What follows belongs to an exercise in optimizing a design on an open flow for small area; a production flow would make more cautious choices.
Where RTL was checked, it was by simulation tests only, not by an equivalence proof against the original.
For run 2, only the layout was checked, not whether the RTL still works.
Power is estimated from default activity; no workload was simulated.

[flow/config.mk]
export PLATFORM = sky130hd
export DESIGN_NAME = RISCVunicycle
export DESIGN_NICKNAME = RISCVunicycle
export VERILOG_FILES = /design/flow/design.v
export SDC_FILE = /design/flow/constraint.sdc
export NUM_CORES = 4
export LEC_CHECK = 0
export CAP_MARGIN = 0
export CORE_MARGIN = 2
export CORE_UTILIZATION = 50
export SETUP_SLACK_MARGIN = 0.2
export SLEW_MARGIN = 0
export SYNTH_HIERARCHICAL = 1
export SYNTH_MINIMUM_KEEP_SIZE = 0
[flow/constraint.sdc]
create_clock -name core_clock -period 10.0 [get_ports {clk}]
set_input_delay 2.0000 -clock core_clock [delete_from_list [all_inputs] [get_ports {clk}]]
set_output_delay 2.0000 -clock core_clock [all_outputs]
set_load 0.01 [all_outputs]
[flow/design.v]
module pcadd (
    input  wire [31:0] pc,
    input  wire [31:1] pi,
    output wire [31:0] t
);
    wire [31:2] c;
    wire [31:2] p, g;
    assign t[0] = pc[0];
    c_ha h1 (.a(pc[1]), .b(pi[1]), .co(c[2]), .s(t[1]));
    genvar b;
    generate for (b = 2; b < 32; b = b + 1) begin : g_
        if (b % 2 == 0) begin : ev
            c_ha    u (.a(pc[b]), .b(pi[b]), .co(g[b]), .s(p[b]));
            c_a21oi cc (.a1(p[b]), .a2(c[b]), .b1(g[b]), .y(c[b+1]));
        end else begin : od
            c_xnor2 u (.a(pc[b]), .b(pi[b]), .y(p[b]));
            if (b < 31) begin : cy
                c_nand2 v (.a(pc[b]), .b(pi[b]), .y(g[b]));
                c_o21ai cc (.a1(p[b]), .a2(c[b]), .b1(g[b]), .y(c[b+1]));
            end
        end
        c_xor2 sm (.a(p[b]), .b(c[b]), .y(t[b]));
    end endgenerate
endmodule
module pcinc (
    input  wire [31:0] pc,
    output wire [31:0] pc4
);
    wire [31:3] c;
    assign pc4[1:0] = pc[1:0];
    c_inv i2 (.a(pc[2]), .y(pc4[2]));
    assign c[3] = pc[2];
    genvar b;
    generate for (b = 3; b < 31; b = b + 1) begin : g
        c_ha h (.a(pc[b]), .b(c[b]), .co(c[b+1]), .s(pc4[b]));
    end endgenerate
    c_xor2 x31 (.a(pc[31]), .b(c[31]), .y(pc4[31]));
endmodule
module c_inv    (input a, output y);                 assign y = ~a;                          endmodule
module c_nand2  (input a, b, output y);              assign y = ~(a & b);                    endmodule
module c_nand3  (input a, b, c, output y);           assign y = ~(a & b & c);                endmodule
module c_nand4  (input a, b, c, d, output y);        assign y = ~(a & b & c & d);            endmodule
module c_nor2   (input a, b, output y);              assign y = ~(a | b);                    endmodule
module c_nor4   (input a, b, c, d, output y);        assign y = ~(a | b | c | d);            endmodule
module c_xor2   (input a, b, output y);              assign y = a ^ b;                       endmodule
module c_xnor2  (input a, b, output y);              assign y = ~(a ^ b);                    endmodule
module c_a21oi  (input a1, a2, b1, output y);        assign y = ~((a1 & a2) | b1);           endmodule
module c_o21ai  (input a1, a2, b1, output y);        assign y = ~((a1 | a2) & b1);           endmodule
module c_a22oi  (input a1, a2, b1, b2, output y);    assign y = ~((a1 & a2) | (b1 & b2));    endmodule
module c_a22o   (input a1, a2, b1, b2, output y);    assign y = (a1 & a2) | (b1 & b2);       endmodule
module c_o22ai  (input a1, a2, b1, b2, output y);    assign y = ~((a1 | a2) & (b1 | b2));    endmodule
module c_a222oi (input a1, a2, b1, b2, c1, c2, output y);
    assign y = ~((a1 & a2) | (b1 & b2) | (c1 & c2));
endmodule
module c_a2111o (input a1, a2, b1, c1, d1, output y); assign y = (a1 & a2) | b1 | c1 | d1;   endmodule
module c_mux2i  (input a0, a1, s, output y);         assign y = ~(s ? a1 : a0);              endmodule
module c_ha     (input a, b, output co, s);          assign co = a & b; assign s = a ^ b;    endmodule
module c_fa     (input a, b, ci, output co, s);      assign {co, s} = a + b + ci;            endmodule
module c_and2   (input a, b, output y);              assign y = a & b;                       endmodule
module c_or3    (input a, b, c, output y);           assign y = a | b | c;                   endmodule
module c_o22a   (input a1, a2, b1, b2, output y);    assign y = (a1 | a2) & (b1 | b2);       endmodule
module c_and3   (input a, b, c, output y);           assign y = a & b & c;                   endmodule
module c_and4   (input a, b, c, d, output y);        assign y = a & b & c & d;               endmodule
module pc_register (
    input  wire        clk,
    input  wire        rst,
    input  wire        s_jalr, s_tk, s_nt,
    input  wire [31:0] jalr_t,    
    input  wire [31:0] pc_t,      
    input  wire [31:0] pc4,
    output reg  [31:0] pc
);
    wire [31:0] npc, pcnext;
    genvar b;
    generate for (b = 0; b < 32; b = b + 1) begin : g
        c_a222oi m (.a1(s_jalr), .a2(jalr_t[b]), .b1(s_tk), .b2(pc_t[b]), .c1(s_nt), .c2(pc4[b]), .y(npc[b]));
        c_inv    i (.a(npc[b]), .y(pcnext[b]));
    end endgenerate
    always @(posedge clk, posedge rst)
        if (rst) pc <= 32'b0;
        else     pc <= pcnext;
endmodule
module register_file (
    input  wire        clk,
    input  wire        we,
    input  wire [4:0]  a1,
    input  wire [4:0]  a2,
    input  wire [4:0]  a3,
    input  wire [31:0] wd,
    output wire [31:0] rd1,
    output wire [31:0] rd2
);
    localparam NC = 4;
    localparam GW = 32 / NC;
    wire [NC*32-1:0] wsel, s1, s2;
    decode5 #(.NC(NC), .EN(1)) dw (.en(we),   .a(a3), .sel(wsel));
    decode5 #(.NC(NC), .EN(0)) d1 (.en(1'b1), .a(a1), .sel(s1));
    decode5 #(.NC(NC), .EN(0)) d2 (.en(1'b1), .a(a2), .sel(s2));
    wire [31:0] rq [1:31];
    genvar i, b, c;
    generate for (i = 1; i < 32; i = i + 1) begin : regs
        reg [31:0] q;
        integer g;
        always @(posedge clk)
            for (g = 0; g < NC; g = g + 1)
                if (wsel[g*32+i]) q[g*GW +: GW] <= wd[g*GW +: GW];
        assign rq[i] = q;
    end endgenerate
    generate for (b = 0; b < 32; b = b + 1) begin : bits
        wire [31:1] col;
        for (i = 1; i < 32; i = i + 1) begin : c
            assign col[i] = rq[i][b];
        end
        rmux31 m1 (.s(s1[(b/GW)*32+1 +: 31]), .d(col), .y(rd1[b]));
        rmux31 m2 (.s(s2[(b/GW)*32+1 +: 31]), .d(col), .y(rd2[b]));
    end endgenerate
endmodule
module decode5 #(parameter NC = 1, parameter EN = 1) (
    input  wire           en,
    input  wire [4:0]     a,
    output wire [NC*32-1:0] sel
);
    wire [4:0] na;
    wire [3:0] nlo;
    wire [7:0] nhi;
    genvar k, c;
    generate for (k = 0; k < 5; k = k + 1) begin : iv
        c_inv u (.a(a[k]), .y(na[k]));
    end
    for (k = 0; k < 4; k = k + 1) begin : lo
        c_nand2 u (.a(k[0] ? a[0] : na[0]), .b(k[1] ? a[1] : na[1]), .y(nlo[k]));
    end
    for (k = 0; k < 8; k = k + 1) begin : hi
        if (EN) begin : e
            c_nand4 u (.a(en), .b(k[0] ? a[2] : na[2]), .c(k[1] ? a[3] : na[3]),
                       .d(k[2] ? a[4] : na[4]), .y(nhi[k]));
        end else begin : n
            c_nand3 u (.a(k[0] ? a[2] : na[2]), .b(k[1] ? a[3] : na[3]),
                       .c(k[2] ? a[4] : na[4]), .y(nhi[k]));
        end
    end
    for (c = 0; c < NC; c = c + 1) begin : cp
        assign sel[c*32] = 1'b0;
        for (k = 1; k < 32; k = k + 1) begin : o
            c_nor2 u (.a(nlo[k % 4]), .b(nhi[k / 4]), .y(sel[c*32+k]));
        end
    end endgenerate
endmodule
module rmux31 (
    input  wire [31:1] s,
    input  wire [31:1] d,
    output wire        y
);
    wire [10:0] t;
    wire p1, p2, p3;
    genvar k;
    generate for (k = 0; k < 10; k = k + 1) begin : g
        c_a222oi u (.a1(s[3*k+1]), .a2(d[3*k+1]), .b1(s[3*k+2]), .b2(d[3*k+2]),
                    .c1(s[3*k+3]), .c2(d[3*k+3]), .y(t[k]));
    end endgenerate
    c_nand2 u10 (.a(s[31]), .b(d[31]), .y(t[10]));
    c_and4  n1 (.a(t[0]), .b(t[1]), .c(t[2]), .d(t[3]), .y(p1));
    c_and4  n2 (.a(t[4]), .b(t[5]), .c(t[6]), .d(t[7]), .y(p2));
    c_and3  n3 (.a(t[8]), .b(t[9]), .c(t[10]), .y(p3));
    c_nand3 o  (.a(p1), .b(p2), .c(p3), .y(y));
endmodule
module opb (
    input  wire [31:0] instr,
    input  wire [31:0] rs2,
    input  wire        sR, sI, sS, nsub,
    output wire [31:0] bp
);
    wire [31:0] imm, nb;
    genvar b;
    generate for (b = 0; b < 32; b = b + 1) begin : g
        if (b < 5) begin : lo
            c_a22o  u (.a1(sI), .a2(instr[20+b]), .b1(sS), .b2(instr[7+b]), .y(imm[b]));
        end else if (b < 11) begin : md
            assign imm[b] = instr[20+b];
        end else begin : hi
            assign imm[b] = instr[31];
        end
        c_mux2i m (.a0(imm[b]), .a1(rs2[b]), .s(sR), .y(nb[b]));
        c_xor2  x (.a(nb[b]), .b(nsub), .y(bp[b]));
    end endgenerate
endmodule
module pcimm (
    input  wire [31:0] instr,
    input  wire        j, nj,
    output wire [31:1] pi
);
    genvar b;
    generate for (b = 1; b < 32; b = b + 1) begin : g
        if (b < 5) begin : lo
            c_a22o u (.a1(j), .a2(instr[20+b]), .b1(nj), .b2(instr[7+b]), .y(pi[b]));
        end else if (b < 11) begin : md
            assign pi[b] = instr[20+b];
        end else if (b == 11) begin : b11
            c_a22o u (.a1(j), .a2(instr[20]), .b1(nj), .b2(instr[7]), .y(pi[b]));
        end else if (b < 20) begin : hi
            c_a22o u (.a1(j), .a2(instr[b]), .b1(nj), .b2(instr[31]), .y(pi[b]));
        end else begin : sg
            assign pi[b] = instr[31];
        end
    end endgenerate
endmodule
module alu (
    input  wire [31:0] a,
    input  wire [31:0] bp,       
    input  wire        sub,      
    input  wire        left, fillen,
    input  wire        o_sum, o_x, o_g, no_x, no_g, o_sr, o_sl, o_pc4, o_slt, o_sltu, o_lui,
    input  wire [31:12] uimm,     
    input  wire        lt, ltu,
    input  wire [31:0] pc4,
    output wire [31:0] y,
    output wire [31:0] sum,
    output wire        nc32,     
    output wire        np31,     
    output wire        eq_n,     
    output wire        eq_m
);
    wire [31:0] p, g;
    genvar i;
    generate for (i = 0; i < 32; i = i + 1) begin : pg
        if (i % 2 == 0) begin : ev
            c_ha    u (.a(a[i]), .b(bp[i]), .co(g[i]), .s(p[i]));
        end else begin : od
            c_xnor2 u (.a(a[i]), .b(bp[i]), .y(p[i]));
            c_nand2 v (.a(a[i]), .b(bp[i]), .y(g[i]));
        end
    end endgenerate
    wire [8:0] c;
    assign c[0] = sub;
    generate for (i = 0; i < 8; i = i + 1) begin : b0
        if (i % 2 == 0) begin : ev
            c_a21oi cc (.a1(p[i]), .a2(c[i]), .b1(g[i]), .y(c[i+1]));
        end else begin : od
            c_o21ai cc (.a1(p[i]), .a2(c[i]), .b1(g[i]), .y(c[i+1]));
        end
        c_xor2 sm (.a(p[i]), .b(c[i]), .y(sum[i]));
    end endgenerate
    wire ncin2, ncin3;
    csblock #(.S(8),  .E(15), .INV(0)) k1 (.a(a), .bp(bp), .p(p), .g(g), .cin(c[8]),  .sum(sum[15:8]),  .cout(ncin2));
    csblock #(.S(16), .E(23), .INV(1)) k2 (.a(a), .bp(bp), .p(p), .g(g), .cin(ncin2), .sum(sum[23:16]), .cout(ncin3));
    csblock #(.S(24), .E(31), .INV(1)) k3 (.a(a), .bp(bp), .p(p), .g(g), .cin(ncin3), .sum(sum[31:24]), .cout(nc32));
    assign np31 = p[31];
    wire [3:0] en, om;
    wire enor;
    generate for (i = 0; i < 4; i = i + 1) begin : eqg
        c_nand4 ne (.a(p[8*i]),   .b(p[8*i+2]), .c(p[8*i+4]), .d(p[8*i+6]), .y(en[i]));
        c_nor4  no (.a(p[8*i+1]), .b(p[8*i+3]), .c(p[8*i+5]), .d(p[8*i+7]), .y(om[i]));
    end endgenerate
    c_nor4  eqa (.a(en[0]), .b(en[1]), .c(en[2]), .d(en[3]), .y(eq_n));
    c_nand4 eqb (.a(om[0]), .b(om[1]), .c(om[2]), .d(om[3]), .y(eq_m));
    wire [31:0] sr;
    shifter sh (.a(a), .left(left), .fillen(fillen), .sh(bp[4:0]), .y(sr));
    generate for (i = 0; i < 32; i = i + 1) begin : res
        if (i == 0) begin : b0
            resbit0 m (.o_sum(o_sum), .sum(sum[i]), .o_sr(o_sr), .sr(sr[i]), .o_sl(o_sl), .sl(sr[31-i]),
                       .o_pc4(o_pc4), .pc4(pc4[i]), .o_x(o_x), .o_g(o_g), .p(p[i]), .g(g[i]),
                       .o_slt(o_slt), .lt(lt), .o_sltu(o_sltu), .ltu(ltu), .y(y[i]));
        end else if (i % 2 == 0) begin : ev
            resbit #(.INV(0), .LUI(i >= 12)) m (.o_sum(o_sum), .sum(sum[i]), .o_lui(o_lui), .u(i >= 12 ? uimm[i] : 1'b0),
                       .o_sr(o_sr), .sr(sr[i]), .o_sl(o_sl), .sl(sr[31-i]), .o_pc4(o_pc4), .pc4(pc4[i]),
                       .o_x(o_x), .o_g(o_g), .no_x(no_x), .no_g(no_g), .p(p[i]), .g(g[i]), .y(y[i]));
        end else begin : od
            resbit #(.INV(1), .LUI(i >= 12)) m (.o_sum(o_sum), .sum(sum[i]), .o_lui(o_lui), .u(i >= 12 ? uimm[i] : 1'b0),
                       .o_sr(o_sr), .sr(sr[i]), .o_sl(o_sl), .sl(sr[31-i]), .o_pc4(o_pc4), .pc4(pc4[i]),
                       .o_x(o_x), .o_g(o_g), .no_x(no_x), .no_g(no_g), .p(p[i]), .g(g[i]), .y(y[i]));
        end
    end endgenerate
endmodule
module shifter (
    input  wire [31:0] a,
    input  wire        left, fillen,
    input  wire [4:0]  sh,
    output wire [31:0] y
);
    wire fill, nfill;
    c_and2  fa (.a(fillen), .b(a[31]), .y(fill));
    c_nand2 fb (.a(fillen), .b(a[31]), .y(nfill));
    wire [31:0] s [0:5];    
    genvar i, k;
    generate for (i = 0; i < 32; i = i + 1) begin : rv
        c_mux2i u (.a0(a[i]), .a1(a[31-i]), .s(left), .y(s[0][i]));
    end
    for (k = 0; k < 5; k = k + 1) begin : st
        for (i = 0; i < 32; i = i + 1) begin : b
            if (i + (1 << k) < 32) begin : m
                c_mux2i u (.a0(s[k][i]), .a1(s[k][i + (1 << k)]), .s(sh[k]), .y(s[k+1][i]));
            end else begin : f
                c_mux2i u (.a0(s[k][i]), .a1(k % 2 == 0 ? nfill : fill), .s(sh[k]), .y(s[k+1][i]));
            end
        end
    end endgenerate
    assign y = s[5];
endmodule
module csblock #(parameter S = 12, parameter E = 21, parameter INV = 0) (
    input  wire [31:0]  a, bp, p, g,
    input  wire         cin,
    output wire [E:S]   sum,
    output wire         cout
);
    wire [E+1:S+1] k0, k1;    
    wire [E+1:S+1] cs;        
    c_nand2 f0 (.a(a[S]), .b(bp[S]), .y(k0[S+1]));
    c_nor2  f1 (.a(a[S]), .b(bp[S]), .y(k1[S+1]));
    genvar i;
    generate for (i = S + 1; i <= E; i = i + 1) begin : ch
        if (i % 2 == 0) begin : ev
            c_a21oi z (.a1(p[i]), .a2(k0[i]), .b1(g[i]), .y(k0[i+1]));
            c_a21oi o (.a1(p[i]), .a2(k1[i]), .b1(g[i]), .y(k1[i+1]));
        end else begin : od
            c_o21ai z (.a1(p[i]), .a2(k0[i]), .b1(g[i]), .y(k0[i+1]));
            c_o21ai o (.a1(p[i]), .a2(k1[i]), .b1(g[i]), .y(k1[i+1]));
        end
    end
    for (i = S + 1; i <= E + 1; i = i + 1) begin : sl
        if (INV) begin : n
            c_mux2i m (.a0(k1[i]), .a1(k0[i]), .s(cin), .y(cs[i]));
        end else begin : t
            c_mux2i m (.a0(k0[i]), .a1(k1[i]), .s(cin), .y(cs[i]));
        end
    end
    for (i = S + 1; i <= E; i = i + 1) begin : sm
        c_xnor2 x (.a(p[i]), .b(cs[i]), .y(sum[i]));
    end endgenerate
    generate if (INV) begin : s0n
        c_xnor2 x (.a(p[S]), .b(cin), .y(sum[S]));
    end else begin : s0t
        c_xor2  x (.a(p[S]), .b(cin), .y(sum[S]));
    end endgenerate
    assign cout = cs[E+1];
endmodule
module resbit #(parameter INV = 0, parameter LUI = 0) (
    input  wire o_sum, sum, o_lui, u, o_sr, sr, o_sl, sl, o_pc4, pc4,
    input  wire o_x, o_g, no_x, no_g, p, g,
    output wire y
);
    wire lg = INV ? ~((no_x | p) & (no_g | g)) : ((o_x & p) | (o_g & g));
    wire lu = LUI ? (o_lui & u) : 1'b0;
    assign y = (o_sum & sum) | lu | (o_sr & sr) | (o_sl & sl) | (o_pc4 & pc4) | lg;
endmodule
module resbit0 (
    input  wire o_sum, sum, o_sr, sr, o_sl, sl, o_pc4, pc4,
    input  wire o_x, o_g, p, g, o_slt, lt, o_sltu, ltu,
    output wire y
);
    assign y = (o_sum & sum) | (o_sr & sr) | (o_sl & sl) | (o_pc4 & pc4) |
               (o_x & p) | (o_g & g) | (o_slt & lt) | (o_sltu & ltu);
endmodule
module maindeco (
    input  wire [31:0] instr,
    output wire MemWrite, MemRead, nlw, reg_write,
    output wire is_br, is_jal, is_jalr,
    output wire sR, sI, sS, o_lui, sub, nsub,
    output wire left, fillen,
    output wire o_sum, o_x, o_g, no_x, no_g, o_sr, o_sl, o_pc4, o_slt, o_sltu,
    output wire j, nj
);
    wire [4:0] op = instr[6:2];
    wire [2:0] f3 = instr[14:12];
    wire lw   = ~op[3] & ~op[2];
    wire sw   = ~op[4] & op[3] & ~op[2];
    wire jal  = op[1];
    wire jalr = op[0] & ~op[2] & ~op[1];
    wire br   = op[4] & ~op[0];
    wire lui  = op[2] & op[0];
    wire alu  = op[2] & ~op[0];
    wire r    = op[3] & op[2] & ~op[0];
    wire use_imm = ~(r | br);
    assign MemRead   = lw;
    assign nlw       = ~lw;
    assign MemWrite  = sw;
    assign reg_write = ~(op[3] & ~op[2] & ~op[0]);
    assign is_br     = br;
    assign is_jal    = jal;
    assign is_jalr   = jalr;
    assign sR  = ~use_imm;
    assign o_lui = lui;
    assign sS  = sw;
    assign sI  = use_imm & ~sw;
    assign sub = br | (alu & ~f3[2] & f3[1]) | (r & instr[30] & (f3 == 3'b000));
    assign nsub = ~sub;
    assign left   = ~f3[2];
    assign fillen = instr[30] & f3[2];
    assign o_sum  = alu ? (f3 == 3'b000) : (lw | sw);
    assign o_x    = alu & f3[2] & ~f3[0];
    assign o_g    = alu & f3[2] & f3[1];
    assign no_x   = ~o_x;
    assign no_g   = ~o_g;
    assign o_sr   = alu & (f3 == 3'b101);
    assign o_sl   = alu & (f3 == 3'b001);
    assign o_pc4  = jal | jalr;
    assign o_slt  = alu & (f3 == 3'b010);
    assign o_sltu = alu & (f3 == 3'b011);
    assign j  = jal;
    assign nj = ~jal;
endmodule
module control_unit (
    input  wire [2:0] f3,
    input  wire       is_br, is_jal, is_jalr,
    input  wire       nc32, np31, eq_n, eq_m,
    output wire       lt, ltu,
    output wire       s_jalr, s_tk, s_nt
);
    assign lt  = np31 ^ nc32;
    assign ltu = nc32;
    wire eq = eq_n & ~eq_m;
    wire taken = is_br & (f3[2] ? (lt ^ f3[0]) : (eq ^ f3[0]));
    assign s_jalr = is_jalr;
    assign s_tk   = is_jal | taken;
    assign s_nt   = ~(is_jalr | is_jal | taken);
endmodule
module RISCVunicycle (
    input  wire        clk,
    input  wire        rst,
    input  wire [31:0] instr,
    input  wire [31:0] ReadData,
    output wire [31:0] PC,
    output wire        MemWrite,
    output wire        MemRead,
    output wire [31:0] ALUResult,
    output wire [31:0] WriteData
);
    wire nlw, reg_write, is_br, is_jal, is_jalr;
    wire sR, sI, sS, o_lui, sub, nsub, left, fillen;
    wire o_sum, o_x, o_g, no_x, no_g, o_sr, o_sl, o_pc4, o_slt, o_sltu, j, nj;
    wire lt, ltu, s_jalr, s_tk, s_nt, nc32, np31, eq_n, eq_m;
    wire [31:0] rs1, rs2, bp, sum, pc4, pc_t, Result;
    wire [31:1] pi;
    maindeco dec (
        .instr(instr), .MemWrite(MemWrite), .MemRead(MemRead), .nlw(nlw),
        .reg_write(reg_write), .is_br(is_br), .is_jal(is_jal), .is_jalr(is_jalr),
        .sR(sR), .sI(sI), .sS(sS), .o_lui(o_lui), .sub(sub), .nsub(nsub),
        .left(left), .fillen(fillen),
        .o_sum(o_sum), .o_x(o_x), .o_g(o_g), .no_x(no_x), .no_g(no_g), .o_sr(o_sr), .o_sl(o_sl),
        .o_pc4(o_pc4), .o_slt(o_slt), .o_sltu(o_sltu), .j(j), .nj(nj)
    );
    register_file rf (
        .clk(clk), .we(reg_write), .a1(instr[19:15]), .a2(instr[24:20]),
        .a3(instr[11:7]), .wd(Result), .rd1(rs1), .rd2(rs2)
    );
    assign WriteData = rs2;
    opb ob (
        .instr(instr), .rs2(rs2), .sR(sR), .sI(sI), .sS(sS),
        .nsub(nsub), .bp(bp)
    );
    alu alu (
        .a(rs1), .bp(bp), .sub(sub), .left(left), .fillen(fillen),
        .o_sum(o_sum), .o_x(o_x), .o_g(o_g), .no_x(no_x), .no_g(no_g), .o_sr(o_sr), .o_sl(o_sl),
        .o_pc4(o_pc4), .o_slt(o_slt), .o_sltu(o_sltu), .o_lui(o_lui), .uimm(instr[31:12]), .lt(lt), .ltu(ltu), .pc4(pc4),
        .y(ALUResult), .sum(sum), .nc32(nc32), .np31(np31), .eq_n(eq_n), .eq_m(eq_m)
    );
    genvar b;
    generate for (b = 0; b < 32; b = b + 1) begin : wb
        c_a22o m (.a1(MemRead), .a2(ReadData[b]), .b1(nlw), .b2(ALUResult[b]), .y(Result[b]));
    end endgenerate
    control_unit cu (
        .f3(instr[14:12]), .is_br(is_br), .is_jal(is_jal), .is_jalr(is_jalr),
        .nc32(nc32), .np31(np31), .eq_n(eq_n), .eq_m(eq_m), .lt(lt), .ltu(ltu),
        .s_jalr(s_jalr), .s_tk(s_tk), .s_nt(s_nt)
    );
    pcimm pm (.instr(instr), .j(j), .nj(nj), .pi(pi));
    pcadd pa (.pc(PC), .pi(pi), .t(pc_t));
    pcinc pn (.pc(PC), .pc4(pc4));
    pc_register pcr (
        .clk(clk), .rst(rst), .s_jalr(s_jalr), .s_tk(s_tk), .s_nt(s_nt),
        .jalr_t(sum), .pc_t(pc_t), .pc4(pc4), .pc(PC)
    );
endmodule
[flow/flow/run.sh]
#!/bin/bash
# Own layout flow: the standard ORFS flow (standard.sh, unchanged synthesis)
# with two changes:
#  - plain buffers (buf_1) on the ports instead of the default port buffer,
#  - clock tree built from clkbuf_8 (clusters of up to 16 sinks, 80 um) without
#    dummy loads.
# The full make output goes to flow_make.log in the work folder; ORFS keeps its
# per-step logs under orfs/logs/.
set -euo pipefail
export BUFFER_PORTS_ARGS="-buffer_cell sky130_fd_sc_hd__buf_1"
export CTS_ARGS="-sink_clustering_enable -repair_clock_nets -dont_use_dummy_load -buf_list sky130_fd_sc_hd__clkbuf_8 -sink_clustering_size 16 -sink_clustering_max_diameter 80"
bash standard.sh > flow_make.log 2>&1
[flow/standard.sh]
#!/bin/bash
# synth_recipe.tcl (not shown) runs the flow's synth.tcl, then flattens the netlist and writes it again
# the make line also repeats each setting of config.mk as NAME=value (left out here)
make -C /OpenROAD-flow-scripts/flow DESIGN_CONFIG=/design/flow/config.mk WORK_HOME=/design/flow/orfs CLKGATE_MAP_FILE= SYNTH_SCRIPT=/design/flow/synth_recipe.tcl "${@:-finish}"
==> results of run 1 <==
## critical path: stages
cell                       delay, ns
sky130_fd_sc_hd__buf_1          0.11
sky130_fd_sc_hd__buf_4          0.22
sky130_fd_sc_hd__nand2_8        0.20
sky130_fd_sc_hd__nor2_2         0.06
sky130_fd_sc_hd__buf_4          0.16
sky130_fd_sc_hd__a222oi_1       0.44
sky130_fd_sc_hd__and4_1         0.35
sky130_fd_sc_hd__nand3_1        0.25
sky130_fd_sc_hd__mux2i_1        0.24
sky130_fd_sc_hd__buf_4          0.16
sky130_fd_sc_hd__xor2_4         0.17
sky130_fd_sc_hd__xnor2_1        0.13
sky130_fd_sc_hd__o21ai_2        0.20
sky130_fd_sc_hd__a21oi_2        0.09
sky130_fd_sc_hd__o21ai_2        0.17
sky130_fd_sc_hd__a21oi_2        0.10
sky130_fd_sc_hd__o21ai_2        0.20
sky130_fd_sc_hd__a21oi_2        0.11
sky130_fd_sc_hd__o21ai_4        0.23
sky130_fd_sc_hd__mux2i_4        0.35
sky130_fd_sc_hd__mux2i_4        0.29
sky130_fd_sc_hd__buf_12         0.17
sky130_fd_sc_hd__mux2i_1        0.22
sky130_fd_sc_hd__xnor2_1        0.12
sky130_fd_sc_hd__a22oi_1        0.19
sky130_fd_sc_hd__nand4b_1       0.31
sky130_fd_sc_hd__buf_4          0.26
sky130_fd_sc_hd__buf_1          0.12
## final cells by class
| class | instances | area, sq um | share of cell area |
|---|---|---|---|
| flip-flops and latches | 1024 | 30590 | 0.5692 |
| multi-input cells | 2190 | 18030 | 0.3355 |
| repair buffers | 358 | 2282 | 0.04246 |
| well taps | 1265 | 1583 | 0.02945 |
| clock buffers | 76 | 1046 | 0.01946 |
| inverters | 55 | 206.4 | 0.003841 |
| diodes | 3 | 7.507 | 0.0001397 |
## sequential cells by signal (all words and copies together) (netlist names)
name	cells
rf.regs.q	992
pcr.pc	32
## metal layers
layer / up-vias / track usage / wire length (um)
met2: 3367 / 0.5542 / 83150
met5: - / 0 / 0
li1: 15618 / - / -
met4: 0 / 0.1563 / 9489
met3: 494 / 0.1011 / 27480
met1: 19222 / 0.5231 / 71430
## layout by cell type, fill, tap and decap left out, drive strengths merged, types with 10 or more instances in the layout
master   instances
edfxtp         992
a222oi         682
nor2           391
buf            352
mux2i          249
and4           128
nand2          119
nand3           96
clkbuf          82
xor2            73
a22oi           65
and3            64
ha              60
xnor2           55
inv             54
a22o            50
o21ai           42
a21oi           38
dfrtp           32
a2bb2oi         16
nand4           15
nand4b          10
## what timing repair did
item                       4_1_cts  5_1_grt
setup endpoints to repair        8       15
resized for setup               54       86
hold endpoints to repair         0        0
pin swaps                       14       28
buffers inserted                 3       15
## metrics by stage
stage,area (sq um),instances,setup TNS [ns]
6_report,53750,4971,0
5_1_grt,53750,4971,0
4_1_cts,53280,4953,0
3_5_place_dp,51960,4874,-0.07119
3_3_place_gp,51960,4874,-0.03112
2_1_floorplan,48520,3297,0
## power by group through the flow
stage	registers, mW	clock network (mW)	logic (mW)
2_1_floorplan	5.59	0	1.89
3_3_place_gp	5.59	0	3.44
3_5_place_dp	5.60	0	3.48
4_1_cts	5.50	2.01	3.51
5_1_grt	5.52	2.16	3.80
6_report	5.51	1.99	3.64
## final timing paths
kind                                          to  cells past startpoint  slack (ns)      start
max in group asynchronous             pcr.pc[14]                      3        8.20        rst
worst max register to register  rf.regs[7].q[30]                     33        2.49  pcr.pc[2]
worst min-delay path                   pcr.pc[0]                      2        0.61  pcr.pc[0]
min in group asynchronous             pcr.pc[29]                      3        1.36        rst
worst min register to register         pcr.pc[0]                      2        0.61  pcr.pc[0]
worst max-delay path               ALUResult[29]                     28        0.31  instr[20]
==> impl.org, run 1 <==
** Power and ir drop
- Switching share of total power :: 0.3570
- The share of total power dissipated in sequential elements is 0.495.
- Leakage :: 16.73 nW
- Internal Dissipation :: 7.162 mW
- The design draws 11.14 mW.
- VDD sags by at most 0.0001953 V.
- Relative contribution of the clock network to total power :: 0.179
- For this design the total switching power over the nets is 3.977 mW.
- Total power density per cell area :: 207.3 nW/um^2
- The share of total power dissipated in combinational logic is 0.326.

** Die
- The initial utilization of the core area, before any placement, comes to 0.5063.
- I/O pin cnt :: 164
- Row cnt :: 113
- Core area :: 95290 sq um
- The floorplan step defined a die boundary enclosing 98990 sq um.
- Y dimension of the die :: 314.6 um
- Width of the chip :: 314.6 um

** Finish
- Compared with the post-synthesis result, the final layout area differs by 11.41%.
- Filler instances :: 7725
- At the end of the flow, the number of nets in the layout was 3831.
- At the end of the flow the core is filled with cells to 0.5640.
- Of the cells placed in the final design, the portion with a size suffix greater than 1 is 0.1256.

** Global route
- Initial antenna violation count :: 5
- Total global routing track utilization :: 0.3744
- First-pass GRT wire length :: 263200 um
- GR Overflow Total :: 0
- The number of global-route vias before repair came to 36222.
- Entering global routing, the biggest net connects 33 pins.

** Critical path
- Kind of launch point of the worst setup path :: input port
- At the worst endpoint, the arrival time is 7.69 ns.
- Max Fanout on Critical Path :: 10
- STA classifies the critical path endpoint as a primary output.
- Worst setup path category :: in -> out
- Required time at the worst-slack endpoint :: 8.00 ns

** Timing
- On the final layout, the worst clock skew is 0.1059 ns.
- Hold violation count in the final report :: 0
- Setup repair after global routing left no endpoint under its margin.
- The worst path meets setup with 0.3145 ns of slack.
- Worst max-slew margin expressed relative to the limit :: 0.1330
- Hold Slack :: 0.6128 ns
- Fmax :: 0.1032 GHz
- The worst path in the final design needs a cycle of 9.685 ns, including I/O delays and setup.
- Crit share post-route :: 0.9685
- For the pin with the worst max-slew slack, the measured transition is 1.301 ns.
- The max-slew violation total from the final report came to 0.
- Final number of setup-violating endpoints :: 0

** Detailed routing
- Vias per cell :: 7.785
- For this run, the detailed router's first-pass iteration total came to 14.
- The routed layout has 38701 vias.
- The count of nets left with antenna violations once routing finished came out at 0.
- In the routed design, unresolved DRC markers number 0.
- First-iteration detailed-routing DRC count :: 10355
- Average wire per standard cell :: 38.53 um
- Overall routed net length :: 191500 um

** Worst hold path
- Type of the worst min-delay path :: reg -> reg

** Job
- The tool flagged a number of max-cap violations equal to 0.

** Placement
- At the end of routability-driven placement, the weighted congestion stood at 1.030.
- Total half-perimeter wirelength after legalization and detailed placement :: 134400 um
- Before CTS, the worst setup slack after placement is -0.07119 ns.
- # port buffers :: 161

** Logic synthesis
- When the netlist entered floorplanning its net count stood at 3423.
- Post-synthesis instance total :: 3297
- Per-instance average area after synthesis :: 14.63 sq um
- Summing every instance area after synthesis gives 48240 sq um.
- Count of warnings emitted by yosys :: 9

** Clocking
- After clock tree synthesis, the clock-pin slew on the worst setup and hold paths is 0.07 ns.
- The clock drives 1024 sinks.
- Total number of H-tree levels :: 3
- TritonCTS Buffers :: 76
- Clock tree synthesis selected as its root buffer the cell sky130_fd_sc_hd__clkbuf_8.
- The later pin in the worst-skew pair is clocked with a latency of 0.79 ns.
- The number of hold buffers added after CTS was 0.
- TritonCTS built the clock tree.
- The clock passes through at most 3 buffers.

** Run status
- The flow ran to the end and the layout has no timing, DRC or antenna violations.
==> run 2: changes to the inputs <==
--- a/flow/design.v
+++ b/flow/design.v
@@ -92,3 +92,3 @@
 );
-    localparam NC = 4;
+    localparam NC = 2;
     localparam GW = 32 / NC;
==> run 2 against run 1 <==
Final area rose by 0.45%. Clock skew fell by 0.014 ns. First-iteration DRC count fell by 12%. Total power fell by 1.2%. Highest routed layer is now met5.
==> impl.org, run 2 <==
** Critical path
- The critical path is of the in -> out type.
- Following the worst setup path forward leads to its endpoint at ALUResult[0].
- Data arrival time of the worst path :: 7.63 ns (-0.06 ns)
- Kind of launch point of the worst setup path :: input port
- The stage delay of the slowest cell on the critical path came to 0.53 ns (+0.09 ns).
- Cells on worst reg2reg path :: 33 (unchanged)
- The highest fanout seen on the critical path was 9 (-1).
- The slowest stage of the critical path is the sky130_fd_sc_hd__ha_1 cell.
- The worst register-to-register path ends at rf.regs[21].q[31].
- STA classifies the critical path endpoint as a primary output.
- The worst register-to-register path begins at pcr.pc[3].
- Worst-case register-to-register setup slack :: 2.78 ns (+0.29 ns)
- Worst-path cell chain :: buf_1, inv_1, nand3_1, nor2_1, buf_4, a222oi_1, and4_1, nand3_1, ha_1, a21oi_2, o21ai_1, a21oi_2, o21ai_1, a21oi_2, o21ai_1, mux2i_4, mux2i_4, buf_12, mux2i_4, xor2_2, a22oi_1, nand4_1, buf_1
- Start point of the critical path :: instr[17]
- The required time of the critical path was 8.00 ns (about the same).

** Clocking
- The clock transition time at the flip-flop clock pins of the worst setup and hold paths is 0.07 ns (about the same).
- The total clock buffers created by CTS is 75 (-1.3%).
- The clock sink total is 1024 (unchanged).
- Clock network latency to the later pin of the worst-skew pair :: 0.79 ns (about the same)
- In this run the clock root is driven by a sky130_fd_sc_hd__clkbuf_8.
- TritonCTS built the clock tree.
- The deepest clock path buffer count is 3 (unchanged).
- The maximum level of the CTS H-tree was 3 (unchanged).

** Logic synthesis
- Per-instance average area after synthesis :: 15.28 sq um (+4.4%)
- The instance count of the mapped netlist was 3111 (-5.6%).
- Syn Std Cell Area :: 47550 sq um (-1.4%)
- The net count after synthesis was 3237 (-5.4%).
- The yosys synthesis warning count is 9 (unchanged).

** Timing
- The final count of hold timing violations is 0 (unchanged).
- The setup TNS after final layout is 0 ns (unchanged).
- The final critical delay including setup and external delays came to 9.629 ns (-0.05694 ns).
- Final number of setup-violating endpoints :: 0 (unchanged)
- The part of the cycle the worst path needs came to 0.9629 (-0.005694).
- The transition at the pin with the smallest max-transition slack came to 1.287 ns (-0.01351 ns).
- Final-report max-slew violation count :: 0 (unchanged)
- Worst max-slew margin expressed relative to the limit :: 0.1420 (+0.009007)
- The final worst slack was 0.3715 ns (+0.05694 ns).
- Setup repair after global routing left no endpoint under its margin.
- The maximum operating frequency was 0.1039 GHz (+0.59%).
- Final Skew :: 0.09154 ns (-0.01433 ns)

** Finish
- Area growth syn-to-layout :: 13.55%
- Largest registers ranked by flip-flop count :: rf.regs.q (992), pcr.pc (32)
- The flip-flop count of the largest register, all copies and words added is 992 (unchanged).
- Storage cell area :: 30590 sq um (about the same)
- Final net count :: 3799 (-0.84%)
- Multi-input gate area in the final layout :: 17250 sq um (-4.3%)
- Leaving out fill and tap cells, the most frequent cell in the layout is sky130_fd_sc_hd__edfxtp_1.
- The fill cell total of the finished layout was 7587 (-1.8%).
- The design area is 53990 sq um (+0.45%).
- Largest register by flop count :: rf.regs.q
- Leaving out fill and tap cells, the most frequent cells in the layout are sky130_fd_sc_hd__edfxtp_1 (992), sky130_fd_sc_hd__a222oi_1 (682), sky130_fd_sc_hd__buf_4 (346), sky130_fd_sc_hd__mux2i_1 (241), sky130_fd_sc_hd__buf_1 (160).
- The non-filler instance count after layout is 4939 (-0.64%).
- Proportion of layout cells with a drive suffix above 1 :: 0.1588 (+0.03324)

** Detailed routing
- The mean number of vias per cell is 7.603 (-2.3%).
- The violation count after the first detailed-routing iteration was 9123 (-12%).
- Overall routed net length :: 184800 um (-3.5%)
- The per-cell routed wire length was 37.43 um (-2.9%).
- The first-pass detailed-route iteration total came to 13 (-1).
- Detailed-route via count :: 37553 (-3.0%)
- The number of nets with antenna violations after routing was 0 (unchanged).
- The DRC violation count after routing came to 0 (unchanged).

** Placement
- The half-perimeter wire length after detailed placement came to 130700 um (-2.7%).
- The global placer's final weighted congestion is 1.009 (-2.0%).
- Total instance count after detailed placement :: 4817 (-1.2%)
- The count of port buffers added during placement is 161 (unchanged).
- The pre-CTS setup slack came to 0.009281 ns (+0.08047 ns).
- Total cell area at the placement stage :: 52360 sq um (+0.78%)

** Power and ir drop
- Total power density per cell area :: 203.8 nW/um^2 (-1.7%)
- Leakage :: 17.25 nW (+3.1%)
- The worst-case vdd ir drop came to 0.0001170 V (-40%).

** Job
- The count of maximum capacitance violations is 0 (unchanged).

** Die
- The effective utilization at floorplan was 0.5027 (-0.003598).
- The core area came to 94590 sq um (-0.74%).
- The vertical die dimension was 312.4 um (-0.72%).
- The count of standard-cell rows was 113 (unchanged).
- The width of the die was 312.4 um (-0.72%).
- The total die area is 97580 sq um (-1.4%).
- The number of top-level pins was 164 (unchanged).

** Global route
- Number of global-route vias before repair :: 35137 (-3.0%)
- The total grt overflow was 0 (unchanged).
- The total routing resource utilization after global routing was 0.3649 (-0.009462).
- Largest net degree at the start of global routing :: 34 (+3.0%)
- The first-pass GRT wire length was 255200 um (-3.1%).
- The initial antenna violation count came to 6 (+1).

** Worst hold path
- The path class of the tightest hold or removal check is reg -> reg.

** Run status
- Outcome :: complete, no violations
-- run 2: worst min-delay path by stage --
stage	start	end	slack, ns	cells after the start
2_1_floorplan	pcr.pc[0]	pcr.pc[0]	0.63	3
3_3_place_gp	pcr.pc[0]	pcr.pc[0]	0.56	2
3_5_place_dp	pcr.pc[0]	pcr.pc[0]	0.56	2
4_1_cts	pcr.pc[0]	pcr.pc[0]	0.58	2
5_1_grt	pcr.pc[0]	pcr.pc[0]	0.64	2
6_report	pcr.pc[0]	pcr.pc[0]	0.60	2
-- run 2: layout make-up --
type / count / share of cell area
flip-flops and latches: 1024 / 0.5666
multi-input cells: 2004 / 0.3196
repair buffers: 513 / 0.06139
well taps: 1265 / 0.02932
clock buffers: 75 / 0.01912
inverters: 55 / 0.003893
diodes: 3 / 0.0001390
-- run 2: metrics by stage --
| step | hold slack, ns | total power, mW | util |
|---|---|---|---|
| 2_1_floorplan | 0.6318 | 7.471 | - |
| 3_3_place_gp | 0.5580 | 8.912 | 0.5536 |
| 3_5_place_dp | 0.5641 | 8.988 | 0.5536 |
| 4_1_cts | 0.5782 | 10.90 | 0.5665 |
| 5_1_grt | 0.6394 | 11.36 | 0.5707 |
| 6_report | 0.5969 | 11.00 | 0.5708 |
-- run 2: worst max-delay path, delay by kind of cell --
family          cells  cell delay, ns
mux                 3            0.86
simple gates        5            1.58
compound gates      8            1.38
fa+ha+maj           1            0.53
buf+inv             5            0.98
xor+xnor            1            0.25
-- run 2: what timing repair did --
item	4_1_cts	5_1_grt
hold buffers	0	0
setup buffers	22	22
setup endpoints to repair	13	16
pin swaps	10	20
gates resized for setup	5	48
-- run 2: metal layers --
metal	share of wire	GRT usage
met2	0.43	0.5387
met1	0.38	0.5133
met4	0.052	0.1629
met3	0.14	0.08971
met5	0.000070	0
-- run 2: report_power, final --
part           internal [mW]  leakage (nW)  switching [mW]  total (mW)
Combinational           1.11          7.35            2.43        3.54
Clock                  0.674         0.539            1.29        1.97
Sequential              5.37          9.36           0.126        5.49
Total                   7.15          17.2            3.85        11.0
==> run 3: changes to the inputs <==
--- a/flow/design.v
+++ b/flow/design.v
@@ -92,3 +92,3 @@
 );
-    localparam NC = 2;
+    localparam NC = 4;
     localparam GW = 32 / NC;
--- a/flow/config.mk
+++ b/flow/config.mk
@@ -9,3 +9,3 @@
 export CORE_MARGIN = 2
-export CORE_UTILIZATION = 50
+export CORE_UTILIZATION = 40
 export SETUP_SLACK_MARGIN = 0.2
==> run 3 against run 2 <==
Maximum frequency fell by 1.8%. Non-clock buffer count fell by 100. Combinational power is 2% higher. Global-route usage fell by 7.0 points. Worst hold slack better by 0.11 ns. Clock-buffer cell count increased by 1. First-iteration DRC count grew 2.7%. Critical endpoint is now ALUResult[31].
==> impl.org, run 3 <==
** Run status
- Outcome :: complete, no violations

** Finish
- Cell area after layout :: 54190 sq um (+0.37%)
- Most frequent standard cell in the layout excluding fill and tap cells :: sky130_fd_sc_hd__edfxtp_1
- The total number of nets in the final design came to 3887 (+2.3%).
- Final core area utilization :: 0.4523 (-0.1185)
- Area growth syn-to-layout :: 12.32%
- Counting flops per register, the top entry is rf.regs.q.
- Filler instances :: 10842 (+43%)
- Leading cell types in the layout, fill and taps excluded :: sky130_fd_sc_hd__edfxtp_1 (992), sky130_fd_sc_hd__a222oi_1 (682), sky130_fd_sc_hd__nor2_1 (359), sky130_fd_sc_hd__buf_4 (244), sky130_fd_sc_hd__mux2i_1 (242)
- The largest registers in the layout are rf.regs.q (992), pcr.pc (32).
- Proportion of layout cells with a drive suffix above 1 :: 0.1266 (-0.03218)
- Non-filler instance count after layout :: 5379 (+8.9%)
- The flip-flop count of the largest register, all copies and words added came to 992 (unchanged).

** Placement
- The count of port buffers added during placement came to 161 (unchanged).
- The pre-CTS setup slack came to 0.002170 ns (-0.007111 ns).
- The instance area after placement is 52860 sq um (+0.96%).
- Total instance count after detailed placement :: 5287 (+9.8%)
- The global placer's final weighted congestion is 0.9879 (-2.1%).
- The half-perimeter wire length after detailed placement was 134900 um (+3.2%).

** Clocking
- Number of hold buffers added after cts :: 0 (unchanged)
- The deepest clock path buffer count came to 3 (unchanged).
- TritonCTS built the clock tree.
- Root Buffer Master :: sky130_fd_sc_hd__clkbuf_8
- Clock network latency to the later pin of the worst-skew pair :: 0.78 ns (about the same)
- The clock sink total was 1024 (unchanged).
- The clock transition time at the flip-flop clock pins of the worst setup and hold paths is 0.11 ns (+0.04 ns).
- The maximum level of the CTS H-tree came to 3 (unchanged).
- TritonCTS Buffers :: 76 (+1.3%)

** Logic synthesis
- Per-instance average area after synthesis :: 14.63 sq um (-4.3%)
- Post-synthesis instance total :: 3297 (+6.0%)
- The netlist area before placement is 48240 sq um (+1.5%).
- Total nets after synthesis :: 3423 (+5.7%)
- Count of warnings emitted by yosys :: 9 (unchanged)

** Power and ir drop
- Total power density per cell area :: 205.6 nW/um^2 (+0.89%)
- The combinational group share of total power came to 0.325 (+0.003).
- Total power after layout :: 11.14 mW (+1.3%)
- The sequential cell fraction of total power is 0.496 (-0.003).
- The internal power component is 7.170 mW (+0.25%).
- The cell leakage power was 16.86 nW (-2.3%).
- The worst-case vdd ir drop is 0.0001624 V (+39%).
- Switching share of total power :: 0.3565 (+0.006422)
- Relative contribution of the clock network to total power :: 0.179 (about the same)
- The switching component of the power came to 3.972 mW (+3.1%).

** Global route
- The number of global-route vias before repair is 35827 (+2.0%).
- Initial antenna violation count :: 14 (+8)
- The total routing resource utilization after global routing was 0.2948 (-0.07007).
- The maximum number of pins on one net before global-route repair is 34 (unchanged).
- The first-pass GRT wire length came to 260000 um (+1.9%).
- GR Overflow Total :: 0 (unchanged)

** Timing
- Slew at the pin closest to its max-slew limit :: 1.255 ns (-0.03202 ns)
- The worst max-slew margin expressed relative to the limit is 0.1633 (+0.02134).
- Final number of setup-violating endpoints :: 0 (unchanged)
- Unrepaired setup endpoints after global routing :: true
- Final Skew :: 0.07615 ns (-0.01539 ns)
- The final critical delay including setup and external delays was 9.808 ns (+0.1798 ns).
- The setup TNS after final layout was 0 ns (unchanged).
- The max-slew violation total from the final report came to 0 (unchanged).
- The worst hold-check slack is 0.7108 ns (+0.1140 ns).
- The final worst slack came to 0.1917 ns (-0.1798 ns).
- Hold violation count in the final report :: 0 (unchanged)
- The part of the cycle the worst path needs came to 0.9808 (+0.01798).
- The maximum operating frequency is 0.1020 GHz (-1.8%).

** Detailed routing
- Total DRC errors in the routed layout :: 0 (unchanged)
- Antenna-violating nets left :: 0 (unchanged)
- First-iteration detailed-routing DRC count :: 9372 (+2.7%)
- Average wire per standard cell :: 34.98 um (-6.5%)
- The mean number of vias per cell is 7.116 (-6.4%).
- Overall routed net length :: 188200 um (+1.8%)
- Count of TritonRoute iterations in the first routing pass :: 14 (+1)
- The number of vias after detailed routing is 38276 (+1.9%).

** Critical path
- FF-to-FF End :: rf.regs[15].q[31]
- Critical register-to-register path startpoint :: pcr.pc[3]
- The data arrival time of the worst path was 7.81 ns (+0.18 ns).
- The worst setup path is of the in -> out kind.
- The worst setup slack for register-to-register paths was 2.50 ns (-0.28 ns).
- The highest fanout seen on the critical path came to 11 (+2).
- Kind of launch point of the worst setup path :: input port
- The cell depth of the worst flop-to-flop path came to 34 (+3.0%).
- The required time of the critical path is 8.00 ns (about the same).
- STA classifies the critical path endpoint as a primary output.

** Worst hold path
- The worst hold path belongs to the class reg -> reg.
- The worst hold path begins at pcr.pc[1].
- Hold EP :: pcr.pc[1]
- Hold path depth :: 2 (unchanged)

** Die
- The total die area is 123400 sq um (+26%).
- The number of top-level pins came to 164 (unchanged).
- Y dimension of the die :: 351.3 um (+12%)
- The width of the die is 351.3 um (+12%).
- Initial Utilization :: 0.4027 (-0.1000)
- The count of standard-cell rows came to 127 (+12%).
- Core area :: 119800 sq um (+27%)

** Job
- Max capacitance violation total :: 0 (unchanged)
[run 3: how the worst max path moves through the flow]
stage,from,to,cells after the start
after floorplan,instr[20],ALUResult[0],23
after global placement,instr[21],ALUResult[31],27
after detailed placement,instr[21],ALUResult[31],27
after CTS,instr[23],ALUResult[31],28
after global routing,instr[21],ALUResult[31],28
final,instr[16],ALUResult[31],24
[run 3: metal layers]
metal | vias to the layer above | routed length (um) | GRT usage
li1 | 15724 | - | -
met1 | 19230 | 71290 | 0.3963
met2 | 2907 | 83660 | 0.4575
met3 | 403 | 25360 | 0.08535
met4 | 12 | 7769 | 0.09899
met5 | - | 69 | 0
[run 3: power by group through the flow]
stage                     registers [mW]  clock network, mW  logic (mW)
after floorplan                     5.59                  0        1.89
after global placement              5.61                  0        3.47
after detailed placement            5.62                  0        3.48
after CTS                           5.52               2.03        3.52
after global routing                5.54               2.18        3.81
final                               5.53               2.00        3.62
[run 3: repair_timing]
item,CTS,global route
pin swaps,2,12
endpoints found under the setup margin,8,12
buffers inserted,2,5
resized for setup,18,31
gates cloned,0,1
[run 3: critical path, stage by stage]
cell and delay, ns:
sky130_fd_sc_hd__buf_1 0.17, sky130_fd_sc_hd__buf_4 0.22, sky130_fd_sc_hd__nand2_2 0.48, sky130_fd_sc_hd__buf_4 0.33
sky130_fd_sc_hd__nor2_1 0.18, sky130_fd_sc_hd__a222oi_1 0.57, sky130_fd_sc_hd__and4_1 0.42, sky130_fd_sc_hd__nand3_1 0.24
sky130_fd_sc_hd__ha_1 0.41, sky130_fd_sc_hd__a21oi_2 0.16, sky130_fd_sc_hd__o21ai_1 0.11, sky130_fd_sc_hd__a21oi_2 0.18
sky130_fd_sc_hd__o21ai_1 0.12, sky130_fd_sc_hd__a21oi_2 0.16, sky130_fd_sc_hd__o21ai_1 0.12, sky130_fd_sc_hd__mux2i_4 0.24
sky130_fd_sc_hd__mux2i_4 0.28, sky130_fd_sc_hd__buf_12 0.17, sky130_fd_sc_hd__mux2i_2 0.23, sky130_fd_sc_hd__xnor2_1 0.13
sky130_fd_sc_hd__a22oi_1 0.22, sky130_fd_sc_hd__nand4b_1 0.28, sky130_fd_sc_hd__buf_6 0.23, sky130_fd_sc_hd__buf_1 0.12
[run 3: area by class of cell]
cell class                 count  area (sq um)  share of cell area
sequential                  1024         30590              0.5646
timing repair buffer         413          2554             0.04713
multi-input combinational   2191         17750              0.3275
inverter                      55         210.2            0.003879
clock buffer                  76          1046             0.01930
antenna                        8         20.02           0.0003694
tap                         1612          2017             0.03722
==> run 4: changes to the inputs <==
--- a/flow/config.mk
+++ b/flow/config.mk
@@ -9,3 +9,3 @@
 export CORE_MARGIN = 2
-export CORE_UTILIZATION = 40
+export CORE_UTILIZATION = 35
 export SETUP_SLACK_MARGIN = 0.2
==> run 4 against run 3 <==
Non-clock buffer count is 34 higher. Largest cell class unchanged. Utilization decreased by 5.2 points. Clock power is essentially flat. Routed wire length shrank 1.1%. Worst setup slack gained 0.026 ns. Highest routed layer unchanged. Still clean. Sequential cell count unchanged.
==> impl.org, run 4 <==
** Finish
- Final core area utilization :: 0.3999 (-0.05234)
- The largest registers in the layout are rf.regs.q (992), pcr.pc (32).
- Leading cell types in the layout, fill and taps excluded :: sky130_fd_sc_hd__edfxtp_1 (992), sky130_fd_sc_hd__a222oi_1 (682), sky130_fd_sc_hd__nor2_1 (347), sky130_fd_sc_hd__buf_4 (267), sky130_fd_sc_hd__mux2i_1 (245)
- The ratio of cells with drive above 1 in the final layout came to 0.1386 (+0.01201).
- More flip-flops sit in one register than any other, and that register is rf.regs.q.
- From synthesis to final layout, the design area changed by 13.69%.
- Number of flip-flops under the largest register name :: 992 (unchanged)
- The design area was 54850 sq um (+1.2%).
- Most frequent standard cell in the layout excluding fill and tap cells :: sky130_fd_sc_hd__edfxtp_1
- Final net count :: 3922 (+0.90%)

** Die
- Row cnt :: 136 (+7.1%)
- The effective utilization at floorplan is 0.3518 (-0.05091).
- Die Outline Area :: 140800 sq um (+14%)
- The core area was 137200 sq um (+14%).
- The number of top-level pins was 164 (unchanged).
- The width of the die is 375.3 um (+6.8%).
- The vertical die dimension was 375.3 um (+6.8%).

** Timing
- Hold violation count in the final report :: 0 (unchanged)
- The final count of negative-setup-slack endpoints is 0 (unchanged).
- The final critical delay including setup and external delays came to 9.782 ns (-0.02585 ns).
- Crit share post-route :: 0.9782 (-0.002585)
- Slew at the pin closest to its max-slew limit :: 1.196 ns (-0.05854 ns)
- Setup repair after global routing left no endpoint under its margin.
- Final Skew :: 0.09421 ns (+0.01806 ns)
- The worst max-slew margin expressed relative to the limit came to 0.2023 (+0.03903).
- Fmax :: 0.1022 GHz (+0.26%)
- Final-report max-slew violation count :: 0 (unchanged)

** Clocking
- Root Buffer Master :: sky130_fd_sc_hd__clkbuf_8
- The total clock buffers created by CTS is 78 (+2.6%).
- Total number of H-tree levels :: 3 (unchanged)
- Clock network latency to the later pin of the worst-skew pair :: 0.81 ns (+0.03 ns)
- The clock transition time at the flip-flop clock pins of the worst setup and hold paths came to 0.07 ns (-0.04 ns).
- The deepest clock path buffer count came to 3 (unchanged).
- TritonCTS clock tree :: done
- CTS sink count :: 1024 (unchanged)

** Placement
- Total half-perimeter wirelength after legalization and detailed placement :: 136500 um (+1.2%)
- # port buffers :: 161 (unchanged)
- The global placer's final weighted congestion is 0.9807 (-0.73%).
- The instance area after placement is 53450 sq um (+1.1%).

** Critical path
- Slowest-stage cell, CP :: sky130_fd_sc_hd__a222oi_1
- Kind of launch point of the worst setup path :: input port
- Among the stages of the critical path, the cell type that occurs most often is sky130_fd_sc_hd__o21ai_1.
- The stage delay of the slowest cell on the critical path came to 0.66 ns (+0.09 ns).
- Kind of capture point of the worst setup path :: primary output
- Data arrival time of the worst path :: 7.78 ns (-0.03 ns)
- The highest fanout seen on the critical path is 24 (+13).
- The critical path in this run is classified as in -> out.
- The required time of the critical path was 8.00 ns (about the same).

** Worst hold path
- In this run the worst hold path is classified as reg -> reg.

** Detailed routing
- Detailed-route via count :: 37928 (-0.91%)
- Antenna-violating nets left :: 0 (unchanged)
- Vias per cell :: 6.781 (-4.7%)
- Average wire per standard cell :: 33.28 um (-4.9%)
- The first-pass detailed-route iteration total is 14 (unchanged).
- First-iteration detailed-routing DRC count :: 8993 (-4.0%)
- The DRC violation count after routing is 0 (unchanged).
- Overall routed net length :: 186100 um (-1.1%)

** Logic synthesis
- Post-synthesis instance total :: 3297 (unchanged)
- Count of warnings emitted by yosys :: 9 (unchanged)
- Total nets after synthesis :: 3423 (unchanged)
- Per-instance average area after synthesis :: 14.63 sq um (unchanged)
- The netlist area before placement came to 48240 sq um (unchanged).

** Global route
- GR Overflow Total :: 0 (unchanged)
- Largest net degree at the start of global routing :: 33 (-2.9%)
- Total global routing track utilization :: 0.2521 (-0.04277)
- The initial antenna violation count was 9 (-5).
- The number of global-route vias before repair is 35660 (-0.47%).
- First-pass GRT wire length :: 256200 um (-1.5%)

** Job
- Max capacitance violation total :: 0 (unchanged)

** Power and ir drop
- Total power density per cell area :: 206.0 nW/um^2 (+0.20%)
- The worst-case vdd ir drop was 0.0002077 V (+28%).
- Leakage :: 17.13 nW (+1.6%)

** Run status
- The run finished with no timing, DRC or antenna violations.
==> run 4: layer usage <==
metal,vias up,share of wire,track usage
met4,6,0.052,0.1107
li1,15799,-,-
met1,18938,0.39,0.3398
met2,2774,0.44,0.3860
met5,-,0.00018,0
met3,411,0.12,0.06103
==> run 4: power by group <==
part           internal [mW]  leakage, nW  switching [mW]
Combinational           1.21         7.21            2.58
Clock                  0.700        0.561            1.30
Sequential              5.37         9.36           0.148
==> run 4: path summary, 6_finish.rpt <==
check                               endpoint  slack [ns]  cells after the start       from
max reg2reg                rf.regs[28].q[31]        2.70                     34  pcr.pc[3]
max in group asynchronous         pcr.pc[20]        8.30                      3        rst
min reg2reg                        pcr.pc[0]        0.70                      2  pcr.pc[0]
min in group asynchronous          pcr.pc[5]        1.31                      3        rst
max                             ALUResult[0]        0.22                     25  instr[15]
min                                pcr.pc[0]        0.70                      2  pcr.pc[0]
==> run 4: final cells by class <==
cell class,count,area (sq um)
fill,12784,82300
sequential,1024,30590
multi-input combinational,2190,17810
timing repair buffer,447,2913
tap,1794,2245
clock buffer,78,1074
inverter,55,206.4
antenna,5,12.51
==> run 4: repair_timing <==
item,CTS,global route
hold buffers,0,0
setup buffers,0,2
pin swaps,1,12
setup endpoints to repair,15,17
resized for setup,21,55
==> run 4: worst max-delay path, delay by kind of cell <==
family,cells,cell delay [ns]
AND/OR/NAND/NOR,6,1.75
XOR/XNOR,1,0.11
buffers and inverters,6,1.23
AO/OA/AOI/OAI,9,1.83
multiplexers,3,0.82
==> run 4: per-stage QoR <==
| step | worst slack [ns] | hold slack (ns) | setup TNS, ns | cells | power [mW] |
|---|---|---|---|---|---|
| detailed placement | -0.1722 | 0.6681 | -0.4775 | 5508 | 9.283 |
| global route | 0.08735 | 0.7267 | 0 | 5589 | 11.69 |
| global placement | -0.05242 | 0.6672 | -0.05242 | 5508 | 9.243 |
| CTS | 0.2133 | 0.6891 | 0 | 5586 | 11.23 |
| finish | 0.2175 | 0.7036 | 0 | 5593 | 11.30 |
| floorplan | 0.2122 | 0.6318 | 0 | 3297 | 7.482 |
==> run 5: changes to the inputs <==
--- a/flow/config.mk
+++ b/flow/config.mk
@@ -9,3 +9,3 @@
 export CORE_MARGIN = 2
-export CORE_UTILIZATION = 35
+export CORE_UTILIZATION = 45
 export SETUP_SLACK_MARGIN = 0.2
==> run 5 against run 4 <==
Critical path type unchanged. Critical path depth rose by 2. Highest routed layer unchanged. Cell count shrank 8.4%. First-iteration DRC count down 6.1%. Via count shrank 1.5%. Non-clock buffer count shrank 81. Synthesized cell count stayed put. Still clean. Routed wire length down 5.0%. Utilization is 10 points higher. Combinational power decreased by 9.2%. Maximum frequency rose by 0.47%. Sequential cell count unchanged. Sequential power is essentially flat.
==> impl.org, run 5 <==
** Run status
- Outcome :: complete, no violations

** Finish
- Proportion of layout cells with a drive suffix above 1 :: 0.1172 (-0.02148)
- Largest registers ranked by flip-flop count :: rf.regs.q (992), pcr.pc (32)
- Final net count :: 3841 (-2.1%)
- The top cell types in the final layout, fill and taps aside, are sky130_fd_sc_hd__edfxtp_1 (992), sky130_fd_sc_hd__a222oi_1 (682), sky130_fd_sc_hd__nor2_1 (345), sky130_fd_sc_hd__mux2i_1 (244), sky130_fd_sc_hd__buf_4 (193).
- The flip-flop count of the largest register, all copies and words added is 992 (unchanged).
- Compared with the post-synthesis result, the final layout area differs by 11.36%.
- Ranked by flip-flop count, first place goes to rf.regs.q.
- Leaving out fill and tap cells, the most frequent cell in the layout is sky130_fd_sc_hd__edfxtp_1.
- The design area was 53720 sq um (-2.1%).
- Filler instances :: 9197 (-28%)

** Logic synthesis
- The average cell area after synthesis came to 14.63 sq um (unchanged).
- The netlist area before placement was 48240 sq um (unchanged).
- The yosys synthesis warning count was 9 (unchanged).
- The instance count of the mapped netlist is 3297 (unchanged).
- The net count after synthesis came to 3423 (unchanged).

** Detailed routing
- Count of TritonRoute iterations in the first routing pass :: 11 (-3)
- The aggregate routed wire length is 176700 um (-5.0%).
- Total DRC errors in the routed layout :: 0 (unchanged)
- Vias per cell :: 7.296 (+7.6%)
- Detailed-route via count :: 37370 (-1.5%)
- The number of nets with antenna violations after routing was 0 (unchanged).
- The per-cell routed wire length came to 34.51 um (+3.7%).
- The violation count after the first detailed-routing iteration came to 8447 (-6.1%).

** Global route
- The maximum number of pins on one net before global-route repair is 34 (+3.0%).
- Initial antenna violation count :: 8 (-1)
- The met3 capacity usage during global routing came to 0.07448 (+0.01345).
- Routing usage on met2 :: 0.4725 (+0.08654)
- Number of global-route vias before repair :: 35380 (-0.79%)
- Total global routing track utilization :: 0.3110 (+0.05890)
- GR Overflow Total :: 0 (unchanged)
- The first-pass GRT wire length was 248700 um (-2.9%).
- The met1 track demand over resource was 0.4306 (+0.09075).
- The layer flagged by global routing as most heavily used is met2.

** Power and ir drop
- The final total power came to 10.97 mW (-2.9%).
- Relative contribution of the clock network to total power :: 0.183 (+0.006)
- The worst-case vdd ir drop was 0.0002073 V (-0.20%).
- The sequential cell fraction of total power is 0.503 (+0.015).
- The combinational group share of total power was 0.314 (-0.021).
- The net switching share of the total power is 0.3518 (-0.004112).
- The switching component of the power was 3.860 mW (-4.1%).
- The internal power component came to 7.110 mW (-2.3%).
- Leakage :: 16.68 nW (-2.6%)
- Total power density per cell area :: 204.2 nW/um^2 (-0.90%)

** Critical path
- Data arrival time of the worst path :: 7.74 ns (-0.04 ns)
- STA classifies the critical path startpoint as an input port.
- The worst setup path is captured at a primary output.
- The cell depth of the worst flop-to-flop path was 33 (-2.9%).
- Critical register-to-register path startpoint :: pcr.pc[3]
- The critical path in this run is classified as in -> out.
- The highest fanout seen on the critical path came to 9 (-63%).
- Start point of the critical path :: instr[22]
- The required time of the critical path is 8.00 ns (about the same).

** Timing
- The max-slew violation total from the final report is 0 (unchanged).
- Hold violation count in the final report :: 0 (unchanged)
- Final-layout setup total negative slack :: 0 ns (unchanged)
- Slew at the pin closest to its max-slew limit :: 1.178 ns (-0.01799 ns)
- Unrepaired setup endpoints after global routing :: true
- Shortest period the worst path allows :: 9.737 ns (-0.04545 ns)
- The maximum operating frequency was 0.1027 GHz (+0.47%).
- The worst max-slew margin expressed relative to the limit was 0.2143 (+0.01199).
- The final count of negative-setup-slack endpoints is 0 (unchanged).
- The largest clock skew in the final design was 0.1050 ns (+0.01084 ns).
- The worst hold-check slack came to 0.6708 ns (-0.03275 ns).
- Crit share post-route :: 0.9737 (-0.004545)

** Placement
- The global placer's final weighted congestion came to 1.005 (+2.4%).
- The instance area after placement was 52280 sq um (-2.2%).
- # port buffers :: 161 (unchanged)
- Total half-perimeter wirelength after legalization and detailed placement :: 129200 um (-5.3%)

** Worst hold path
- Hold path depth :: 2 (unchanged)
- The startpoint identified for the worst hold timing path is pcr.pc[1].
- The tightest min-delay check is of the reg -> reg type.

** Job
- The count of maximum capacitance violations came to 0 (unchanged).

** Die
- Width of the chip :: 331.4 um (-12%)
- Initial Utilization :: 0.4519 (+0.1002)
- Die Outline Area :: 109800 sq um (-22%)
- The count of standard-cell rows was 120 (-12%).
- Y dimension of the die :: 331.4 um (-12%)
- The core area is 106800 sq um (-22%).
- I/O pin cnt :: 164 (unchanged)

** Clocking
- The clock sink total was 1024 (unchanged).
- Clock tree synthesis selected as its root buffer the cell sky130_fd_sc_hd__clkbuf_8.
- Clock transition at path regs :: 0.08 ns (about the same)
- TritonCTS Buffers :: 78 (unchanged)
- TritonCTS built the clock tree.
- The number of hold buffers added after CTS came to 0 (unchanged).
- The maximum level of the CTS H-tree came to 3 (unchanged).
- Maximum buffer depth of the clock tree :: 3 (unchanged)
- The insertion delay to the later sink of the worst-skew pair came to 0.79 ns (-0.02 ns).
run 5: power by group through the flow:
stage	clock, mW	sequential, mW	combinational, mW
final	2.01	5.51	3.44
after global routing	2.19	5.53	3.64
after CTS	2.05	5.51	3.33
after detailed placement	0	5.60	3.32
after global placement	0	5.60	3.30
after floorplan	0	5.59	1.89
run 5: final timing paths:
kind | slack, ns | endpoint
worst max-delay path | 0.26 | ALUResult[28]
worst min-delay path | 0.67 | pcr.pc[1]
worst max register to register | 2.52 | rf.regs[3].q[31]
worst min register to register | 0.67 | pcr.pc[1]
max in group asynchronous | 8.26 | pcr.pc[2]
min in group asynchronous | 1.35 | pcr.pc[3]
run 5: cell type report:
| cell class | count | area (sq um) | share of cell area |
|---|---|---|---|
| sequential | 1024 | 30590 | 0.5694 |
| multi-input combinational | 2190 | 17840 | 0.3320 |
| timing repair buffer | 366 | 2247 | 0.04183 |
| tap | 1403 | 1755 | 0.03267 |
| clock buffer | 78 | 1074 | 0.01998 |
| inverter | 55 | 206.4 | 0.003843 |
| antenna | 6 | 15.01 | 0.0002795 |
run 5: critical path, cell delays in order:
cell	delay, ns
sky130_fd_sc_hd__buf_1	0.06
sky130_fd_sc_hd__buf_4	0.19
sky130_fd_sc_hd__inv_1	0.21
sky130_fd_sc_hd__nand3_4	0.20
sky130_fd_sc_hd__nor2_2	0.11
sky130_fd_sc_hd__a222oi_1	0.42
sky130_fd_sc_hd__and4_1	0.37
sky130_fd_sc_hd__nand3_2	0.20
sky130_fd_sc_hd__mux2i_4	0.26
sky130_fd_sc_hd__xor2_4	0.19
sky130_fd_sc_hd__ha_1	0.28
sky130_fd_sc_hd__a21oi_2	0.20
sky130_fd_sc_hd__o21ai_2	0.10
sky130_fd_sc_hd__a21oi_2	0.21
sky130_fd_sc_hd__o21ai_2	0.10
sky130_fd_sc_hd__a21oi_2	0.16
sky130_fd_sc_hd__o21ai_1	0.13
sky130_fd_sc_hd__a21oi_2	0.29
sky130_fd_sc_hd__o21ai_4	0.11
sky130_fd_sc_hd__mux2i_4	0.28
sky130_fd_sc_hd__mux2i_4	0.30
sky130_fd_sc_hd__buf_12	0.17
sky130_fd_sc_hd__mux2i_1	0.09
sky130_fd_sc_hd__xnor2_1	0.43
sky130_fd_sc_hd__a22oi_1	0.18
sky130_fd_sc_hd__nand3_2	0.24
sky130_fd_sc_hd__buf_1	0.18
run 5: repair_timing:
action	CTS	global route
pin swaps	0	10
setup buffers	0	4
endpoints found under the setup margin	5	15
gates resized for setup	9	63
run 5: per-stage QoR:
| step | setup slack (ns) | util | cells |
|---|---|---|---|
| 2_1_floorplan | 0.2122 | - | 3297 |
| 5_1_grt | 0.07496 | 0.5032 | 5121 |
| 3_5_place_dp | 0.1026 | 0.4897 | 5034 |
| 4_1_cts | 0.2112 | 0.5002 | 5112 |
| 3_3_place_gp | 0.1636 | 0.4897 | 5034 |
| 6_report | 0.2630 | 0.5033 | 5122 |
run 5: metal layers:
| metal | vias up | share of wire | wire [um] |
|---|---|---|---|
| met1 | 18706 | 0.39 | 68770 |
| met4 | 8 | 0.042 | 7463 |
| met2 | 2649 | 0.44 | 78020 |
| li1 | 15653 | - | - |
| met5 | - | 0.00033 | 59 |
| met3 | 354 | 0.13 | 22420 |

## re-timing with driven ports
How much do the figures lean on ideal ports? The routed layouts below were timed once more, with nothing changed but the port constraints. Step 1 (the two cells are an assumption about what drives the block):
set clk [get_ports {clk}]
set_driving_cell -lib_cell sky130_fd_sc_hd__clkbuf_16 $clk
set_driving_cell -lib_cell sky130_fd_sc_hd__buf_2 [delete_from_list [all_inputs] $clk]
Step 2 moves the port delays by t, midway between the first and last clock arrival at a register: inputs arrive t later, outputs are due t later. That takes back most of the time a late clock gives input paths. a / b / c = no drivers / after step 1 / after step 2; a / b = the first two.
| run | t, ns | setup slack, ns | cell pins on the clock port's net |
|---|---|---|---|
| run 1 | 0.801 | 0.315 / 0.227 / 0.227 | 1 |
| run 2 | 0.807 | 0.371 / 0.336 / 0.336 | 1 |
| run 3 | 0.819 | 0.192 / 0.172 / 0.172 | 1 |
| run 4 | 0.836 | 0.218 / 0.183 / 0.183 | 1 |
| run 5 | 0.805 | 0.263 / 0.220 / 0.220 | 1 |
After both steps setup and hold are still met in every run listed. The setup slack of run 1, which loses most, moves by -0.088 ns with the drivers and by -0.088 ns with both steps.
